This is an optimization exercise on Yosys and OpenROAD, whose aim is small area, not a production implementation. In this exercise RTL edits were held to simulation tests only and were not proved equivalent to the original. The flow treats the clock pin as an ideal source, which a real chip does not have. Power is estimated from default activity; no workload was simulated.

===== flow/flow/run.sh =====
#!/bin/bash
# The standard layout (standard.sh) with three changes:
#  - synthesis maps the logic with an area-oriented ABC script (flow/abc_area.script)
#    in place of ORFS's speed script; everything else in the synthesis is the
#    standard one (synth_recipe.tcl on ORFS's synth.tcl), so the registers and
#    their names are the standard synthesis's;
#  - clock tree synthesis without dummy loads, from clkbuf_4 buffers;
#  - port buffers are buf_1 cells;
#  - after CTS, clock leaf buffers are downsized where the slew allows (flow/post_cts.tcl).
# Each tool's output goes to a log file here.
set -euo pipefail
W=$(pwd)

# A copy of ORFS's scripts in which the speed ABC script is ours.
rm -rf "$W/orfs_scripts"
cp -r "$FLOW_HOME/scripts" "$W/orfs_scripts"
cp "$W/flow/abc_area.script" "$W/orfs_scripts/abc_speed.script"
{
  echo "set ::env(SCRIPTS_DIR) {$W/orfs_scripts}"
  cat "$W/synth_recipe.tcl"
} > "$W/area_synth.tcl"

export CTS_ARGS="-sink_clustering_enable -repair_clock_nets -dont_use_dummy_load -buf_list sky130_fd_sc_hd__clkbuf_4 -sink_clustering_size 40 -sink_clustering_max_diameter 100"
export BUFFER_PORTS_ARGS="-buffer_cell sky130_fd_sc_hd__buf_1"
export POST_CTS_TCL="$W/flow/post_cts.tcl"

# Synthesis only, with our script; standard.sh then finds it done and goes on.
make -C "$FLOW_HOME" DESIGN_CONFIG="$W/config.mk" WORK_HOME="$W/orfs" CLKGATE_MAP_FILE= \
  SYNTH_SCRIPT="$W/area_synth.tcl" ADDER_MAP_FILE= synth > "$W/synth.log" 2>&1
bash standard.sh > "$W/standard.log" 2>&1

===== flow/flow/abc_area.script =====
strash
&get -n
&st
&dch -x
&nf -p -R 1000 -C 32
&put
mfs2
strash
&get -n
&st
&dch -x
&nf -p -R 1000 -C 32
&put
mfs2
strash
&get -n
&st
&dch -x
&nf -p -R 1000 -C 32
&put
mfs2
strash
&get -n
&st
&dch -x
&nf -p -R 1000 -C 32
&put
topo

===== flow/flow/post_cts.tcl =====
# After CTS: give each clock leaf buffer (one that drives only register clock
# pins) the smallest clkbuf cell that keeps the clock slew at those pins,
# with placement parasitics, under a target.
set leaf_slew_target 0.095
set sizes {sky130_fd_sc_hd__clkbuf_1 sky130_fd_sc_hd__clkbuf_2}
proc leaf_sink_pins {inst} {
  set pins {}
  set net [[$inst findITerm X] getNet]
  foreach it [$net getITerms] {
    if {[$it getInst] eq $inst} { continue }
    if {[[$it getMTerm] getName] ne "CLK"} { return {} }
    lappend pins "[[$it getInst] getName]/CLK"
  }
  return $pins
}
proc worst_slew {pins} {
  set worst 0
  foreach p $pins {
    set s [get_property [get_pins $p] slew_max]
    if {$s > $worst} { set worst $s }
  }
  return $worst
}
estimate_parasitics -placement
foreach inst [[ord::get_db_block] getInsts] {
  set name [$inst getName]
  if {![string match "clkbuf_*" $name]} { continue }
  set pins [leaf_sink_pins $inst]
  if {[llength $pins] == 0} { continue }
  set orig [[$inst getMaster] getName]
  foreach cell $sizes {
    replace_cell $name $cell
    estimate_parasitics -placement
    if {[worst_slew $pins] <= $leaf_slew_target} {
      puts "post_cts: $name ($orig, [llength $pins] sinks) -> $cell"
      break
    }
    replace_cell $name $orig
    estimate_parasitics -placement
  }
}

===== flow/standard.sh =====
#!/bin/bash
# synth_recipe.tcl (not shown) runs the flow's synth.tcl, then flattens the netlist and writes it again
# the make line also repeats each setting of config.mk as NAME=value (left out here)
make -C /OpenROAD-flow-scripts/flow DESIGN_CONFIG=/design/flow/config.mk WORK_HOME=/design/flow/orfs CLKGATE_MAP_FILE= SYNTH_SCRIPT=/design/flow/synth_recipe.tcl "${@:-finish}"

===== flow/config.mk =====
export PLATFORM = sky130hd
export DESIGN_NAME = psone
export DESIGN_NICKNAME = psone
export VERILOG_FILES = /design/flow/design.v
export SDC_FILE = /design/flow/constraint.sdc
export NUM_CORES = 4
export LEC_CHECK = 0
export CAP_MARGIN = 20
export CORE_MARGIN = 2
export CORE_UTILIZATION = 65
export CTS_BUF_LIST = sky130_fd_sc_hd__clkbuf_4
export CTS_CLUSTER_DIAMETER = 100
export CTS_CLUSTER_SIZE = 40
export PLACE_DENSITY = 0.8
export SLEW_MARGIN = 20

===== flow/constraint.sdc =====
create_clock -name core_clock -period 10.0 [get_ports {iCLK}]
set_input_delay 2.0000 -clock core_clock [delete_from_list [all_inputs] [get_ports {iCLK}]]
set_output_delay 2.0000 -clock core_clock [all_outputs]
set_load 0.01 [all_outputs]

===== flow/design.v =====
module psone_debounce(
	input	iCLK,
	input	iRESET,
	input	iKEY,
	output	oKEY_FRONT
);
localparam N = 11;
localparam TAP = (N == 11) ? 8 : 2;	 
localparam [N-1:0] SEED = (N == 11) ? 'h01f : 'h5;
reg key_deb;
reg [1:0]  dff;
reg [1:0]  pressed;
reg [N-1:0] cnt;	 
localparam [N-1:0] CPOL = {(N+1)/2{2'b01}};
wire [N-1:0] cv = cnt ^ CPOL;
wire low_ones = &cv[N-2:0];
wire done     = low_ones & cv[N-1];
always @(posedge iCLK or negedge iRESET) begin
	if (!iRESET) begin
		dff     <= 2'd0;
		pressed <= 2'd0;
		key_deb <= 1'b0;
	end else begin
		dff     <= {dff[0], iKEY};
		pressed <= {pressed[0], key_deb};
		if (done) key_deb <= dff[1];
	end
end
always @(posedge iCLK) begin
	if (dff[0] ^ dff[1]) cnt <= SEED ^ CPOL;
	else cnt <= {cv[N-2:0], ~(cv[N-1] ^ cv[TAP]) | low_ones} ^ CPOL;
end
assign oKEY_FRONT = !pressed[0] & pressed[1];
endmodule
module psone(
	input		iCLK,
	input		iRESET,
	input		iKEY_ST,  
	output	oCS,
	output	oCLK,
	output	oMOSI,
	input		iMISO,
	input		iACK,
	input		iRX,
	output	oTX,
	output	oIND
);
localparam HP = 3500;			 
localparam HB = 2604;			 
localparam HR = HP - HB + 1;	 
localparam [11:0] H_0 = 12'd340;
function [11:0] hstep(input [11:0] s);
	hstep = {s[10:0], ~(s[11] ^ s[2] ^ s[0])};
endfunction
function [11:0] hpow(input integer n);
	integer i;
	begin
		hpow = H_0;
		for (i = 0; i < n; i = i + 1) hpow = hstep(hpow);
	end
endfunction
localparam [11:0] H_END = hpow(HP);	 
localparam [11:0] H_RE  = hpow(HR);	 
function integer pick_sk(input integer hp);
	integer k;
	reg [11:0] a, b, c;
	begin
		a = hpow(hp - 2);
		b = hpow(hp - 1);
		c = hpow(hp);
		pick_sk = -1;
		for (k = 11; k >= 0; k = k - 1)
			if ((a[k] != b[k]) && (b[k] == c[k])) pick_sk = k;
	end
endfunction
function pick_skv(input integer hp);
	reg [11:0] a;
	begin
		a = hpow(hp - 2);
		pick_skv = a[pick_sk(hp)];
	end
endfunction
localparam integer SK = pick_sk(HP);
localparam SKV = pick_skv(HP);
function bfb(input [3:0] s);
	bfb = ~(s[3] ^ s[2]) & ~s[1];
endfunction
function [3:0] bstep(input [3:0] s);
	bstep = {s[2:0], bfb(s)};
endfunction
wire KEY_PR;
reg en;		 
reg M;		 
reg cs;
reg mosi;
reg tx;
reg [11:0] H;		 
localparam [11:0] HPOL = 12'b101010101010;
wire [11:0] hv = H ^ HPOL;
reg        E0;		 
reg [4:1]  Eh;		 
wire [4:0] E = {Eh, E0};
reg [3:0]  B;
reg        bit_buf;
reg [71:0] ring;
reg [3:0]  P9;
reg [2:0]  P8;
wire HALF_PER   = (hv == H_END);
wire E25        = E[4] & E[3] & E[0];			 
wire B8         = B[3] & ~B[2] & ~B[0];			 
wire EN_SPI     = en & ~M;
wire LAST       = HALF_PER & E[4] & E[2] & E[1] & B8;	 
wire MATCH      = (P9 == B) & (P8 == E[3:1]);
wire WR         = MATCH & ~M & ~E[0] & (~E[4] | (E[3:1] == 3'd0));
always @(posedge iCLK or negedge iRESET) begin
	if (!iRESET) en <= 1'b0;
	else if (KEY_PR) en <= ~en;
end
always @(posedge iCLK or negedge iRESET) begin
	if (!iRESET) begin
		cs   <= 1'b1;
		mosi <= 1'b0;
	end else begin
		cs   <= ~EN_SPI;
		mosi <= ~cs & ~B[3] & ~B[1] &
		        (B[0] ? ((E == 5'd3) | (E == 5'd4) | (E == 5'd13) | (E == 5'd14))
		              : (~B[2] & (E < 5'd3)));
	end
end
reg [4:0] e_next;
reg       m_next;
always @(*) begin
	e_next = E;
	m_next = M;
	if (M ? LAST : cs) begin
		m_next = 1'b0;
		e_next = 5'd0;
	end else if (E25) begin
		if (~M & B8) begin
			m_next = 1'b1;
			e_next = 5'd24;
		end else e_next = {4'd0, M};
	end else if (HALF_PER | (M & E[4] & (E[3] | (E[2] & E[1] & E[0])))) e_next = E + 1'b1;	 
end
always @(posedge iCLK or negedge iRESET) begin
	if (!iRESET) begin
		M  <= 1'b0;
		E0 <= 1'b0;
	end else begin
		M  <= m_next;
		E0 <= e_next[0];
	end
end
always @(posedge iCLK) Eh <= e_next[4:1];
always @(posedge iCLK) begin
	if (M ? LAST : cs) B <= 4'd0;
	else if (E25 & (M | ~B8)) B <= bstep(B);
end
always @(posedge iCLK) begin
	if (M ? LAST : ~(EN_SPI & ~HALF_PER)) H <= H_0 ^ HPOL;
	else if (M & (HALF_PER | E25)) H <= H_RE ^ HPOL;
	else H <= hstep(hv) ^ HPOL;
end
always @(posedge iCLK) begin
	if (M) begin
		if (E25) tx <= 1'b0;
		else if (HALF_PER & ~E[0]) tx <= bit_buf | (E[4] & (E[2] | E[1]));	 
	end else tx <= 1'b1;
end
function p8fb(input [2:0] s);
	p8fb = s[2] ^ (s[1] | ~s[0]);
endfunction
wire idle = cs & ~M;
always @(posedge iCLK) begin
	P9 <= {P9[2:0], bfb(P9) & ~idle};
	P8 <= {P8[1:0], p8fb(P8) & ~idle};
end
always @(posedge iCLK) begin
	if (M) begin
		if (MATCH) bit_buf <= ring[0];
	end else if (E[0] & (hv[SK] == SKV)) bit_buf <= iMISO;
	ring <= {WR ? bit_buf : ring[0], ring[71:1]};
end
psone_debounce DEB(
	.iCLK(iCLK),
	.iRESET(iRESET),
	.iKEY(iKEY_ST),
	.oKEY_FRONT(KEY_PR)
);
assign oCS   = cs;
assign oCLK  = ~(E[0] & ~E[4] & ~M);
assign oMOSI = mosi;
assign oTX   = tx | ~M;
assign oIND  = en;
endmodule

==> impl_metrics.json, run 1 <==
{
  "synth-seq-cells": 122,
  "start_kind": "flop",
  "antenna_found_initial": 0,
  "diodes": 0,
  "timing_worst_slew_pin_value_ns": 0.679,
  "drive_gt1_frac": 0.0662,
  "cp.required_ns": 8.00,
  "core_mm2": 0.00475,
  "worst-setup-path-type": "flop to output pin",
  "cp_max_fo": 18,
  "seqCellArea_mm2": 0.00250,
  "setup-violations-final": 0,
  "finalClockSkew_ns": 0.0535,
  "fin_hold_ws_ns": 0.297,
  "synth_cell_type_count": 32,
  "initial_core_util": 0.677,
  "cp.arrival_ns": 1.45,
  "grt_pass1_wl_mm": 7.58,
  "drcViolationCount": 0,
  "fp-row-count": 25,
  "reg2reg_slack_ns": 8.01,
  "dp_hpwl_mm": 2.87,
  "dieArea_mm2": 0.00553,
  "syn-num-nets": 253,
  "final_nets": 280,
  "synth-edff-count": 1,
  "synth-seq-area-share": 0.777,
  "slowest_stage": "dfrtp_1",
  "detail_route.first_pass.iterations": 4,
  "rr_worst_depth": 5,
  "synthArstFlopShare": 0.0820,
  "route.vias.total": 1735,
  "syn_area_mm2": 0.00322,
  "die_w_um": 74.4,
  "finalPower_w": 0.000701,
  "p_leak_nw": 1.38,
  "synthFlopType": "dfxtp_1",
  "numClockSinks": 122,
  "grt_util_all_layers": 0.198,
  "place_congestion": 0.822,
  "slew_headroom": 0.548,
  "rsz0062_at_grt": "false",
  "r2r-end": "Eh[2]$_SDFFE_PP0P_",
  "ys_warn_count": 2,
  "drt-initial-drc-count": 191,
  "crit_end": "oCLK",
  "antenna_left": 0,
  "syn_avg_cell_area_um2": 13.0,
  "multi_input_area_um2": 713,
  "postRouteWirelength_mm": 4.48,
  "synth_top_area_frac": 0.690,
  "fin_crit_ns": 3.45,
  "cts_tree": "done",
  "reg2reg_from": "H[7]$_SDFF_PP1_",
  "clk_latency_ns": 0.49,
  "grt_pass1_vias": 1642,
  "crit_path_cell_trace": "nor2_1, nand2_1, buf_1",
  "yosysMostFrequentCell": "dfxtp_1",
  "fin_crit_sh": 0.345,
  "drv_cap": 0,
  "clk_pin_slew_worst_paths_ns": 0.09,
  "grt_max_degree": 19,
  "crit_path_max_incr_delay_ns": 0.68,
  "hold_viol": 0,
  "syn_inst": 247,
  "die_h_um": 74.4,
  "drv_slew": 0,
  "synth_common_cells": "111 x dfxtp_1, 22 x nor2_1, 20 x nand2_1, 10 x nor3_1",
  "worstHoldPathType": "flop to flop",
  "end_kind": "output pin",
  "startpoint": "M$_DFFE_PN0P_",
  "synth_top_area_cell": "dfxtp_1",
  "tns_ns": 0,
  "status": "timing/DRC/antenna clean",
  "synth_area_leaders": "dfxtp_1 69%, dfrtp_1 7.0%, nor2_1 2.6%, xnor2_1 2.4%, xor2_1 2.4%",
  "area_growth_pct": 7.26,
  "io_pins": 11,
  "grt_overflow": 0,
  "wl_per_cell_um": 13.2,
  "fillers": 345,
  "viasPerCell": 5.12,
  "max_freq_mhz": 289,
  "ir_worst_vdd_mv": 0.167,
  "numPortBuffers": 8,
  "power_density_mw_per_mm2": 203
}
==> cell usage in the layout, fill, tap and decap left out, types with 2 or more instances in the layout <==
| cell type | n |
|---|---|
| nand3_1 | 3 |
| xor2_1 | 9 |
| mux2_1 | 3 |
| a31oi_1 | 3 |
| xnor2_1 | 9 |
| dfrtp_1 | 9 |
| clkbuf_4 | 14 |
| and2_0 | 2 |
| nor2b_1 | 3 |
| clkbuf_2 | 3 |
| buf_1 | 8 |
| dfxtp_1 | 111 |
| nand2b_1 | 4 |
| a21oi_1 | 9 |
| nor2_1 | 22 |
| o21ai_0 | 5 |
| and3_1 | 2 |
| nand4_1 | 4 |
| nor3_1 | 10 |
| a211oi_1 | 2 |
| nor4_1 | 3 |
| nand2_1 | 20 |
| or3_1 | 2 |
==> power breakdown <==
group	leakage [nW]	switching, W	total (W)	internal [W]
registers	1.05	0.00000179	0.000491	0.000489
clock network	0.0769	0.000134	0.000206	0.0000719
logic	0.248	0.00000282	0.00000456	0.00000174
total	1.38	0.000138	0.000701	0.000563
==> how the worst min path moves through the flow <==
stage / start / endpoint / slack [ns] / cells past startpoint
after global routing: ring[14]$_DFF_P_ / ring[13]$_DFF_P_ / 0.30 / 0
final: ring[14]$_DFF_P_ / ring[13]$_DFF_P_ / 0.30 / 0
after detailed placement: ring[71]$_DFF_P_ / ring[70]$_DFF_P_ / 0.31 / 0
after floorplan: ring[1]$_DFF_P_ / ring[0]$_DFF_P_ / 0.31 / 0
after global placement: ring[14]$_DFF_P_ / ring[13]$_DFF_P_ / 0.31 / 0
==> sequential cells by signal, summed over array words and instances, names as in the netlist <==
name         cells
B                4
DEB.cnt         11
DEB.dff          2
DEB.key_deb      1
DEB.pressed      2
E0               1
Eh               4
H               12
M                1
P8               3
P9               4
bit_buf          1
cs               1
en               1
mosi             1
ring            72
tx               1
==> worst max-delay path, delay by kind of cell, from the launching register on <==
family	cells	cell delay, ns
buffers and inverters	1	0.15
and+or+nand+nor	2	0.16
DFF	1	0.68
==> stage by stage <==
stage / cell area (um2) / util / cells / setup WS (ns)
global placement: 3330 / 0.701 / 322 / 7.04
detailed placement: 3330 / 0.701 / 322 / 7.05
floorplan: 3220 / - / 247 / 7.27
finish: 3450 / 0.727 / 339 / 6.55
global route: 3450 / 0.727 / 339 / 6.36
==> logic make-up after synthesis <==
kind of cell,Yosys count,synth area share
and+or+nand+nor,78,0.116
buffers and inverters,1,0.00116
muxes,3,0.0105
AOI/OAI and AO/OA,25,0.0462
xor gates and xnor gates,18,0.0490
DFF,122,0.777
==> metal layers <==
| layer | GRT usage | part of all wire | routed length (um) |
|---|---|---|---|
| met1 | 0.258 | 0.49 | 2180 |
| met5 | 0 | 0 | 0 |
| met4 | 0.101 | 0.014 | 65 |
| met3 | 0.106 | 0.042 | 190 |
| met2 | 0.266 | 0.46 | 2050 |
==> layout make-up <==
cell class                 count  area share
timing repair buffer           8     0.00869
tap                           67      0.0243
inverter                       1     0.00109
sequential                   122       0.725
clock buffer                  17      0.0348
multi-input combinational    124       0.206
==> run 2, diff against run 1 <==
==> flow/flow/abc_area.script (replaced) <==
strash
&get -n
&st
&dch
&nf -p -R 1000 -C 32
&put
mfs2
strash
&get -n
&st
&dch
&nf -p -R 1000 -C 32
&put
mfs2
strash
&get -n
&st
&dch
&nf -p -R 1000 -C 32
&put
mfs2
strash
&get -n
&st
&dch
&nf -p -R 1000 -C 32
&put
topo
--- a/flow/flow/post_cts.tcl
+++ b/flow/flow/post_cts.tcl
@@ -3,3 +3,3 @@
 # with placement parasitics, under a target.
-set leaf_slew_target 0.095
+set leaf_slew_target 0.100
 set sizes {sky130_fd_sc_hd__clkbuf_1 sky130_fd_sc_hd__clkbuf_2}
==> run 2 against run 1 <==
  * Fmax increased by 4.1%
  * Still clean on timing, DRC and antenna
  * Sequential power about the same
  * Clock skew decreased by 0.018 ns
  * Cell area increased by 0.47%
  * Synthesized cell count increased by 1.2%
  * Clock-buffer cell count unchanged
  * Total power decreased by 0.12%
  * Via count increased by 2.1%
  * First-iteration DRC count decreased by 36%
==> impl_metrics.json, run 2 <==
{
  "finalClockSkew_ns": 0.0352,
  "p_leak_nw": 1.37,
  "ys_warn_count": 2,
  "antenna_left": 0,
  "max_freq_mhz": 301,
  "ir_worst_vdd_mv": 0.160,
  "synth_top_area_frac": 0.689,
  "grt_pass1_wl_mm": 7.76,
  "synth_top_family_by_area": "simple AND/OR/NAND/NOR gates",
  "status": "timing/DRC/antenna clean",
  "grt_util_all_layers": 0.199,
  "postRouteWirelength_mm": 4.59,
  "synth_cell_type_count": 32,
  "cp_max_fo": 12,
  "end_kind": "output pin",
  "initial_core_util": 0.679,
  "fp-row-count": 25,
  "top_register": "ring",
  "drv_cap": 0,
  "viasPerCell": 5.17,
  "synth-seq-cells": 122,
  "grt_overflow": 0,
  "die_h_um": 74.5,
  "tns_ns": 0,
  "clk_pin_slew_worst_paths_ns": 0.11,
  "detail_route.first_pass.iterations": 4,
  "synth-simple-area-share": 0.106,
  "worstHoldPathType": "flop to flop",
  "syn_inst": 250,
  "synth_fa_ha_area_frac": 0,
  "start_kind": "flop",
  "yosysMostFrequentCell": "dfxtp_1",
  "reg_top3": "ring x72, H x12, DEB.cnt x11",
  "grt_pass1_vias": 1682,
  "antenna_found_initial": 0,
  "syn_area_mm2": 0.00323,
  "final_cell_mix": "111 x dfxtp_1, 26 x nand2_1, 19 x nor2_1",
  "synth_area_leaders": "dfxtp_1 69%, dfrtp_1 7.0%, nand2_1 3.0%, xnor2_1 3.0%, nor2_1 2.2%",
  "numPortBuffers": 8,
  "final_nets": 284,
  "synthMuxAreaShare": 0.00698,
  "wl_per_cell_um": 13.4,
  "drv_slew": 0,
  "largest_register_ffs": 72,
  "fin_crit_ns": 3.32,
  "route.vias.total": 1772,
  "area_growth_pct": 7.56,
  "io_pins": 11,
  "fin_crit_sh": 0.332,
  "synth-seq-area-share": 0.776,
  "dp_hpwl_mm": 3.02,
  "hold_viol": 0,
  "synth_common_cells": "111 x dfxtp_1, 26 x nand2_1, 19 x nor2_1, 11 x xnor2_1",
  "timing_worst_slew_pin_value_ns": 0.612,
  "power_density_mw_per_mm2": 202,
  "clk_latency_ns": 0.45,
  "setup-violations-final": 0,
  "die_w_um": 74.5,
  "rsz0062_at_grt": "false",
  "syn-num-nets": 256,
  "numClockSinks": 122,
  "synth_xor_area_frac": 0.0516,
  "synth-edff-count": 1,
  "dieArea_mm2": 0.00554,
  "grt_max_degree": 17,
  "synth-compound-area-share": 0.0539,
  "cts_tree": "done",
  "place_congestion": 0.862,
  "syn_avg_cell_area_um2": 12.9,
  "slew_headroom": 0.592,
  "drt-initial-drc-count": 123,
  "core_mm2": 0.00475,
  "synth_top_area_cell": "dfxtp_1",
  "cp.required_ns": 8.00,
  "synthArstFlopShare": 0.0820,
  "drive_gt1_frac": 0.0688,
  "drcViolationCount": 0,
  "finalPower_w": 0.000700,
  "worst-setup-path-type": "flop to output pin",
  "cp.arrival_ns": 1.32,
  "diodes": 0,
  "synthFlopType": "dfxtp_1",
  "final_common_cell": "dfxtp_1"
}
run 2: cell type report:
class / count / area (um2)
Inverter: 5 / 18.8
Fill cell: 352 / 1280
Sequential cell: 122 / 2500
Clock buffer: 17 / 123
Tap cell: 67 / 83.8
Timing Repair Buffer: 9 / 37.5
Multi-Input combinational cell: 123 / 704
run 2: worst max-delay path, cell delays in order (launching register included):
cell      delay (ns)
dfrtp_1         0.58
nand2b_1        0.16
buf_1           0.16
run 2: logic make-up (layout without fill, tap and decap cells):
group           Yosys count  in the layout
simple gates             74             74
buf+inv                   5             31
mux                       2              2
compound gates           28             28
flops                   122            122
xor+xnor                 19             19
run 2: report_power, final:
group	total, W	leakage (nW)	switching, W	internal [W]
registers	0.000491	1.05	0.00000160	0.000489
logic	0.00000420	0.239	0.00000273	0.00000147
clock network	0.000205	0.0773	0.000131	0.0000740
total	0.000700	1.37	0.000136	0.000565
run 2: worst paths after layout:
check                                 startpoint                       to  slack, ns  cells past startpoint
worst max-delay path               M$_DFFE_PN0P_                      oTX       6.68                      2
worst min-delay path            ring[71]$_DFF_P_         ring[70]$_DFF_P_       0.30                      0
worst max register to register   H[7]$_SDFF_PP1_         H[10]$_SDFF_PP0_       7.85                      6
worst min register to register  ring[71]$_DFF_P_         ring[70]$_DFF_P_       0.30                      0
max in group asynchronous                 iRESET           en$_DFFE_PN0P_       8.05                      1
min in group asynchronous                 iRESET  DEB.key_deb$_DFFE_PN0P_       1.52                      1
run 2: per-layer routing:
metal / track usage / routed length, um / vias up
met4: 0.0952 / 51 / 0
li1: - / - / 892
met2: 0.275 / 2100 / 35
met3: 0.0989 / 204 / 10
met5: 0 / 0 / -
met1: 0.260 / 2240 / 835
run 2: metrics by stage:
step                      instance area [um2]  setup slack, ns  hold WS (ns)   util  cells
after floorplan                          3230             7.34         0.310      -    250
after global routing                     3470             6.54         0.309  0.730    343
after detailed placement                 3350             7.13         0.312  0.704    326
after global placement                   3350             7.16         0.312  0.704    326
final                                    3470             6.68         0.303  0.730    343

## re-timing with driven ports
How much do the figures lean on ideal ports? The routed layouts below were timed once more, with nothing changed but the port constraints. Step 1, drivers: a clkbuf_16 drives iCLK and a buf_2 each remaining input, both assumed. Step 2 adds t to the input delays and takes it off the output delays; t is the mean of the earliest and latest rising clock arrival at the registers after step 1. Input paths then give back, and output paths get back, about the clock's delay inside the block. Three values: no drivers, after step 1, after step 2; two values: the first two.
| run | t (ns) | setup WS [ns] | worst hold slack (ns) | worst setup path after step 2 | cell pins on the clock port's net |
|---|---|---|---|---|---|
| run 1 | 0.489 | 6.545 / 6.517 / 7.006 | 0.297 / 0.297 / 0.297 | register to output | 1 |
| run 2 | 0.472 | 6.683 / 6.657 / 7.129 | 0.303 / 0.303 / 0.303 | register to output | 1 |
After both steps every run listed still meets setup and hold.
